This is an optimization exercise on Yosys and OpenROAD, whose aim is small area, not a production implementation.
The RTL was checked by simulation tests, not by an equivalence proof against the original design.
Power is estimated from default activity; no workload was simulated.

==> design/flow/design.v <==
`timescale 1ns / 1ps
module clockDiv(
    input  logic clk,
    input  logic rst,
    output logic tick
);
    localparam logic [14:0] S0   = 15'h5ef8;    
    localparam logic [14:0] SRST = 15'h28c6;    
    localparam logic [14:0] TERM = 15'h2e8b;    
    localparam logic [14:0] MASK = 15'h7fae;    
    logic [14:0] lfsr;
    assign tick = ((lfsr ^ TERM) & MASK) == 15'd0;
    always_ff @(posedge clk) begin
        if (rst)       lfsr <= SRST;
        else if (tick) lfsr <= S0;
        else           lfsr <= {lfsr[13:0], lfsr[14] ^ lfsr[13]};
    end
endmodule
`timescale 1ns / 1ps
module TXBUF(
    input  logic clk,
    input  logic rst,
    input  logic tick,
    input  logic [7:0] sw,
    input  logic btnC,
    input  logic btnD,
    output logic tx,
    output logic [3:0][7:0] Tdatas
);
    logic [11:0] sr;
    logic parity;
    logic btnD_prev, btnC_prev;
    logic busy;
    assign busy = |sr[11:1];
    assign tx = sr[0];
    always_ff @(posedge clk) begin
        if (rst) begin
            sr <= 12'd1;
            parity <= 1'b0;
            btnD_prev <= 1'b0;
            btnC_prev <= 1'b0;
            Tdatas <= '0;
        end else if (tick) begin
            btnD_prev <= btnD;
            btnC_prev <= btnC;
            if (busy) begin
                sr <= {1'b0, sr[11:1]};
                parity <= parity ^ sr[1];
            end else begin
                if (btnD && !btnD_prev) begin
                    Tdatas[3:1] <= Tdatas[2:0];
                    Tdatas[0] <= sw;
                end
                if (btnC && !btnC_prev)
                    sr <= {1'b1, ~parity, Tdatas[3], 1'b0, 1'b1};
            end
        end
    end
endmodule
`timescale 1ns / 1ps
module RXBUF(
    input  logic clk,
    input  logic rst,
    input  logic tick,
    input  logic rxbit,
    output logic [3:0][7:0] Rdatas
);
    logic [9:0] sr;
    logic parity, pacc;
    logic idle;
    assign idle = ~|sr;
    always_ff @(posedge clk) begin
        if (tick) begin
            if (idle) pacc <= 1'b0;
            else if (!sr[0]) pacc <= pacc ^ rxbit;
        end
        if (rst) begin
            sr <= '0;
            parity <= 1'b0;
            Rdatas <= '0;
        end else if (tick) begin
            if (idle) begin
                if (!rxbit) sr <= 10'b10_0000_0000;
            end else if (!sr[0]) begin
                sr <= {rxbit & parity, sr[9:1]};
            end else begin
                Rdatas[3:1] <= Rdatas[2:0];
                Rdatas[0] <= sr[8:1];
                parity <= pacc;
                sr <= '0;
            end
        end
    end
endmodule
`timescale 1ns / 1ps
module btn_debouncer(
    input  logic clk, rst, button,
    output logic buttonDebounced
);
    localparam logic [14:0] S0   = 15'h22c7;    
    localparam logic [14:0] TERM = 15'h0671;    
    localparam logic [14:0] MASK = 15'h6ddf;    
    logic [14:0] timer;
    logic busy, stab;
    logic term;
    assign term = ((timer ^ TERM) & MASK) == 15'd0;
    assign buttonDebounced = stab & timer[5];
    always_ff @(posedge clk) begin
        if (!busy) timer <= S0;
        else       timer <= {timer[13:0], timer[14] ^ timer[13]};
        if (rst) begin
            busy <= 1'b0;
            stab <= 1'b0;
        end else if (busy) begin
            busy <= !term;
            stab <= term;
        end else begin
            busy <= !stab && button;
            stab <= stab && button;
        end
    end
endmodule
`timescale 1ns / 1ps
module bcd_to_7_segment(
    input  logic [3:0] bcd,
    output logic [0:6] seg
);
    always_comb begin
        case (bcd)
        4'b0000: seg = 7'b0000001;  
        4'b0001: seg = 7'b1001111;  
        4'b0010: seg = 7'b0010010;  
        4'b0011: seg = 7'b0000110;  
        4'b0100: seg = 7'b1001100;  
        4'b0101: seg = 7'b0100100;  
        4'b0110: seg = 7'b0100000;  
        4'b0111: seg = 7'b0001111;  
        4'b1000: seg = 7'b0000000;  
        4'b1001: seg = 7'b0000100;  
        4'b1010: seg = 7'b0001000;  
        4'b1011: seg = 7'b1100000;  
        4'b1100: seg = 7'b0110001;  
        4'b1101: seg = 7'b1000010;  
        4'b1110: seg = 7'b0110000;  
        default: seg = 7'b0111000;  
        endcase
    end
endmodule
`timescale 1ns / 1ps
module segment_display(
    input  logic clk,
    input  logic rst,
    input  logic btnU,
    input  logic btnR,
    input  logic btnL,
    input  logic [3:0][7:0] Tdatas,
    input  logic [3:0][7:0] Rdatas,
    output logic [3:0] an,
    output logic [0:6] seg
);
    localparam logic [17:0] S0 = 18'h22550;    
    localparam logic [17:0] E1 = 18'h26927;    
    logic [17:0] refresh;
    logic e1, e0;                               
    logic [1:0] active_digit, ad_next;
    logic [1:0] index;
    logic isT;
    logic [3:0] D, N;
    logic rflag;
    logic btnU_db, btnR_db, btnL_db;
    logic [7:0] sel;
    logic hi;
    logic [0:6] hex;
    assign e1 = refresh == E1;
    assign ad_next = rst ? 2'd0 : active_digit + {1'b0, e0};
    assign sel = isT ? Tdatas[index] : Rdatas[index];
    assign hi = active_digit[0] ^ (e0 | e1);
    always_ff @(posedge clk) begin
        if (rst | e0) refresh <= S0;
        else          refresh <= {refresh[16:0], refresh[17] ^ refresh[10]};
        e0 <= !rst && e1;
        active_digit <= ad_next;
        rflag <= rst;
        if (rst) begin
            index <= 2'd0;
            isT <= 1'b1;
            D <= 4'd0;
        end else begin
            if (btnU_db) isT <= ~isT;
            if (btnL_db) index <= index - 2'd1;
            else if (btnR_db) index <= index + 2'd1;
            D <= hi ? sel[7:4] : sel[3:0];
        end
        case (ad_next)
        2'd2:    N <= {2'b00, index};
        2'd3:    N <= {3'b000, isT};
        default: N <= D;
        endcase
    end
    bcd_to_7_segment dec(N, hex);
    always_comb begin
        if (rflag)                  seg = 7'b1111111;
        else if (active_digit == 3) seg = N[0] ? 7'b1110000 : 7'b1111010;
        else                        seg = hex;
        case (active_digit)
        2'd0: an = 4'b1110;
        2'd1: an = 4'b1101;
        2'd2: an = 4'b1011;
        default: an = 4'b0111;
        endcase
    end
    btn_debouncer b1(clk, rst, btnU, btnU_db);
    btn_debouncer b2(clk, rst, btnR, btnR_db);
    btn_debouncer b3(clk, rst, btnL, btnL_db);
endmodule
`timescale 1ns / 1ps
module UART(
    input logic clk,
    input logic rst,
    input logic [7:0] sw,
    input logic btnC,
    input logic btnD,
    input logic btnU,
    input logic btnR,
    input logic btnL,
    input logic received,
    output logic transmitted,
    output logic [7:0] led2,
    output logic [7:0] led,
    output logic [0:6] seg,
    output logic [3:0] an
);
    logic tick;
    logic [3:0][7:0] Rdatas;
    logic [3:0][7:0] Tdatas;
    clockDiv div(clk, rst, tick);
    TXBUF transmitter(clk, rst, tick, sw, btnC, btnD, transmitted, Tdatas);
    RXBUF receiver(clk, rst, tick, received, Rdatas);
    segment_display display(clk, rst, btnU, btnR, btnL, Tdatas, Rdatas, an, seg);
    assign led = Tdatas[0];
    assign led2 = Rdatas[3];
endmodule
==> design/flow/run.sh <==
#!/bin/bash
# synth_recipe.tcl (not shown) runs the flow's synth.tcl, then flattens the netlist and writes it again
# the make line also repeats each setting of config.mk as NAME=value (left out here)
make -C /OpenROAD-flow-scripts/flow DESIGN_CONFIG=/design/flow/config.mk WORK_HOME=/design/flow/orfs CLKGATE_MAP_FILE= SYNTH_SCRIPT=/design/flow/synth_recipe.tcl finish
==> design/flow/config.mk <==
export PLATFORM = sky130hd
export DESIGN_NAME = UART
export DESIGN_NICKNAME = UART
export VERILOG_FILES = /design/flow/design.v
export SDC_FILE = /design/flow/constraint.sdc
export NUM_CORES = 4
export LEC_CHECK = 0
export CAP_MARGIN = 20
export CORE_MARGIN = 2
export CORE_UTILIZATION = 40
export SLEW_MARGIN = 20
==> design/flow/constraint.sdc <==
create_clock -name core_clock -period 10.0 [get_ports {clk}]
set_input_delay 2.0000 -clock core_clock [delete_from_list [all_inputs] [get_ports {clk}]]
set_output_delay 2.0000 -clock core_clock [all_outputs]
set_load 0.01 [all_outputs]
==> run summary <==
Fill cells: 1733
status: complete, no violations
Commonest cells post-synth: dfxtp_1 (193), nand2_1 (129), a21oi_1 (56), nor2_1 (49), nand3_1 (36)
area of the core: 0.0187 mm²
DIE AREA: 0.0202 mm²
largest cells by area after synthesis: dfxtp_1 (51%), nand2_1 (6.3%), mux4_2 (4.7%)
DR iter-0 viols: 398
First-pass DRT Iterations: 4
cts hold-fix bufs: 0
CTS tree: yes
end of the worst register-to-register path: display.hex[0]$_DFF_P_
initial core utilization: 40.8%
placed cell count: 1023
YS warnings: 6
die width: 142 µm
flip-flop and latch area: 0.00389 mm²
Max stage delay on crit path: 0.52 ns
Ports: 44
worst ir drop on vdd: 0.103 mV
ant diodes: 0
area added between synthesis and finish: 13.8%
GRT Util Overall: 15.9%
clk latency of the worst-skew pair: 0.43 ns
Seq/Total Area, Yosys: 51.0%
Min-Delay Path Depth: 1
Switching Share: 21.7%
Comb pwr share: 2.7%
worst hold endpoint: display.b3.timer[13]$_SDFF_PN1_
f_max: 252 MHz
setup_tns: 0 ns
final core occ: 46.4%
CP Launch Type: flop
Vert. Die Dim: 142 µm
Worst Path Max Fanout: 6
crit-path cells: and2_1 -> inv_1 -> o21bai_1 -> a21o_1 -> clkdlybuf4s50_1
PostCTS Resize Cnt: 0
# rows: 50
Finish-stage setup viols: 0
Reg clk slew, reported paths: 0.07 ns
CP arrival: 1.97 ns
share of the synthesized area in the top cell type: 50.6%
clock power share: 45.2%
count leader, synth: dfxtp_1
syn nets: 830
DR vias/cell: 5.05
Critical Path End Type: primary output
FF-to-FF Start: display.e0$_DFF_P_
Nets: 835
Post-CTS Setup Repair Bufs: 0
worst-margin pin slew: 1.05 ns
Pwr Total: 1.54 mW
Worst Hold Class: reg -> reg
hold violation count in the final report: 0
pin count of the biggest net entering global routing: 86
Mapped Cells: 803
Static Leak: 3.06 nW
CTS root buffer: clkbuf_16
pwr/cell area: 178 mW/mm²
drt drc: 0
synth unique cells: 56
P_sw: 0.334 mW
Required @ worst endpoint: 8.00 ns
Wirelength per Cell: 14.5 µm
total grt overflow: 0
prevailing post-synth register cell: dfxtp_1
sequential share of power: 52.1%
FF+latch count, synth: 194
H-tree levels: 4
Final Instance Count excl. Fillers: 1055
post-layout minimum cycle time: 3.97 ns
Antenna Nets Post-Route: 0
Mean Syn Cell Area: 9.50 µm²
Int Power: 1.21 mW
IO buf count: 43
CTS buffer count: 17
Bufs on Longest Clock Path: 2
CP max stage cell: clkdlybuf4s50_1
vias after detailed routing: 5327
R2R depth: 9
first-pass GRT wire length: 25700 µm
final wirelength: 15300 µm
Multi-input gate area: 0.00334 mm²
r2r setup slk: 7.15 ns
DP HPWL: 9580 µm
RSZ-0062 raised after global routing: false
Final GP Congestion: 0.730
hold wc startpoint: display.b3.timer[12]$_SDFF_PN0_
EDFF count, synth: 1
clock sinks: 194
Max-Cap Viols: 0
Synth Cell Area: 0.00763 mm²
Layout Skew: 0.0119 ns
layout cells sized above 1: 12.3%
ys async rst share: 0%
final count of pins violating max slew: 0
max_slew headroom: 29.9%
leading area contributor after synthesis: dfxtp_1
number of global-route vias before repair: 4996
Crit Path Category: reg -> out
initial antenna violation count: 0
Tcrit/Tclk final: 39.7%
## worst max-delay path by stage
stage,endpoint,depth (start not counted),startpoint
floorplan,display.hex[3]$_DFF_P_,10,rst
global placement,display.hex[0]$_DFF_P_,9,rst
detailed placement,display.hex[0]$_DFF_P_,9,rst
CTS,seg[5],5,display.active_digit[0]$_DFF_P_
global route,display.hex[0]$_DFF_P_,9,rst
finish,seg[3],5,display.active_digit[0]$_DFF_P_
## power by group through the flow
| stage | Sequential [mW] | Clock, mW | Combinational, mW |
|---|---|---|---|
| after CTS | 0.803 | 0.712 | 0.0422 |
| after global placement | 0.821 | 0 | 0.0417 |
| after global routing | 0.806 | 0.745 | 0.0467 |
| final | 0.803 | 0.697 | 0.0414 |
| after floorplan | 0.816 | 0 | 0.0301 |
| after detailed placement | 0.821 | 0 | 0.0418 |
## layout by cell type, fill, tap and decap left out, drive strengths merged, types with 8 or more instances in the layout
master / netlist / layout
or3: 11 / 11
nor3: 19 / 19
nor2: 49 / 49
clkdlybuf4s50: 0 / 42
mux2i: 11 / 11
dfxtp: 193 / 193
mux4: 16 / 16
and2: 33 / 33
a21oi: 86 / 86
a211oi: 8 / 8
a21o: 8 / 8
nand3: 37 / 37
clkbuf: 33 / 20
ha: 11 / 11
buf: 31 / 8
nand2b: 25 / 25
inv: 17 / 22
nand3b: 9 / 9
nand2: 129 / 129
## cell type report
class | instances | area share, %
Clock buffer | 20 | 5.38
Sequential cell | 194 | 44.9
Timing Repair Buffer | 50 | 5.53
Multi-Input combinational cell | 528 | 38.5
Clock inverter | 12 | 1.67
Inverter | 17 | 0.735
Tap cell | 234 | 3.37
## state kept, by name, indices dropped and copies added (netlist names), 2 cells and up
register,count
receiver.Rdatas,32
transmitter.Tdatas,32
display.refresh,18
display.b1.timer,15
display.b2.timer,15
display.b3.timer,15
div.lfsr,15
transmitter.sr,12
receiver.sr,10
display.hex,7
display.D,4
display.active_digit,2
display.index,2
## stage by stage
stage	area (µm²)	setup WS [ns]	hold slack [ns]
3_3_place_gp	8070	5.57	0.389
4_1_cts	8680	6.00	0.409
6_report	8680	6.03	0.407
2_1_floorplan	7630	6.24	0.386
5_1_grt	8680	5.83	0.416
3_5_place_dp	8070	5.56	0.393
## critical path, delay by kind of cell, from the launching register on
kind            cells  cell delay, ns
flops               1            0.42
simple gates        1            0.20
compound gates      2            0.28
buf+inv             2            0.63
## logic make-up (layout without fill, tap and decap cells)
family | count (synthesis) | in the layout | share of synthesized area (%)
buffers and inverters | 81 | 99 | 5.20
muxes | 33 | 33 | 7.05
xor gates and xnor gates | 6 | 6 | 0.689
and+or+nand+nor | 355 | 355 | 23.6
adders and majority gates | 11 | 11 | 1.80
DFF | 194 | 194 | 51.0
AOI/OAI and AO/OA | 123 | 123 | 10.6
## metal layers
metal | part of all wire (%) | global-route usage (%)
met5 | 0 | 0
met4 | 1.2 | 4.74
met3 | 3.8 | 3.77
met2 | 45 | 24.0
met1 | 50 | 22.5

==> re-timing with driven ports <==
The flow's constraints put no driver on any port. The routed layout listed below was extracted and timed again, unchanged, in two steps. Step 1 sets driving cells, clkbuf_16 on the clock port and buf_2 on the other inputs (assumed; they add their load-dependent delay and slew). Step 2 times the ports against the registers' clock, not the clock port: input delays grow and output delays shrink by t, the midpoint of the rising clock arrivals with the driver on. a / b / c = ideal / step 1 / step 2; a / b = the first two.
shift t [ns]: 0.468
setup WS [ns]: 6.028 / 5.985 / 5.591
worst setup path after step 2: input to register
clock arrival spread, ns: 0.012 / 0.012
worst data-port slew with drivers (ns): 0.06
After both steps this run still meets setup and hold. For this run, drivers alone change the setup slack by -0.043 ns; drivers and shift together by -0.437 ns.
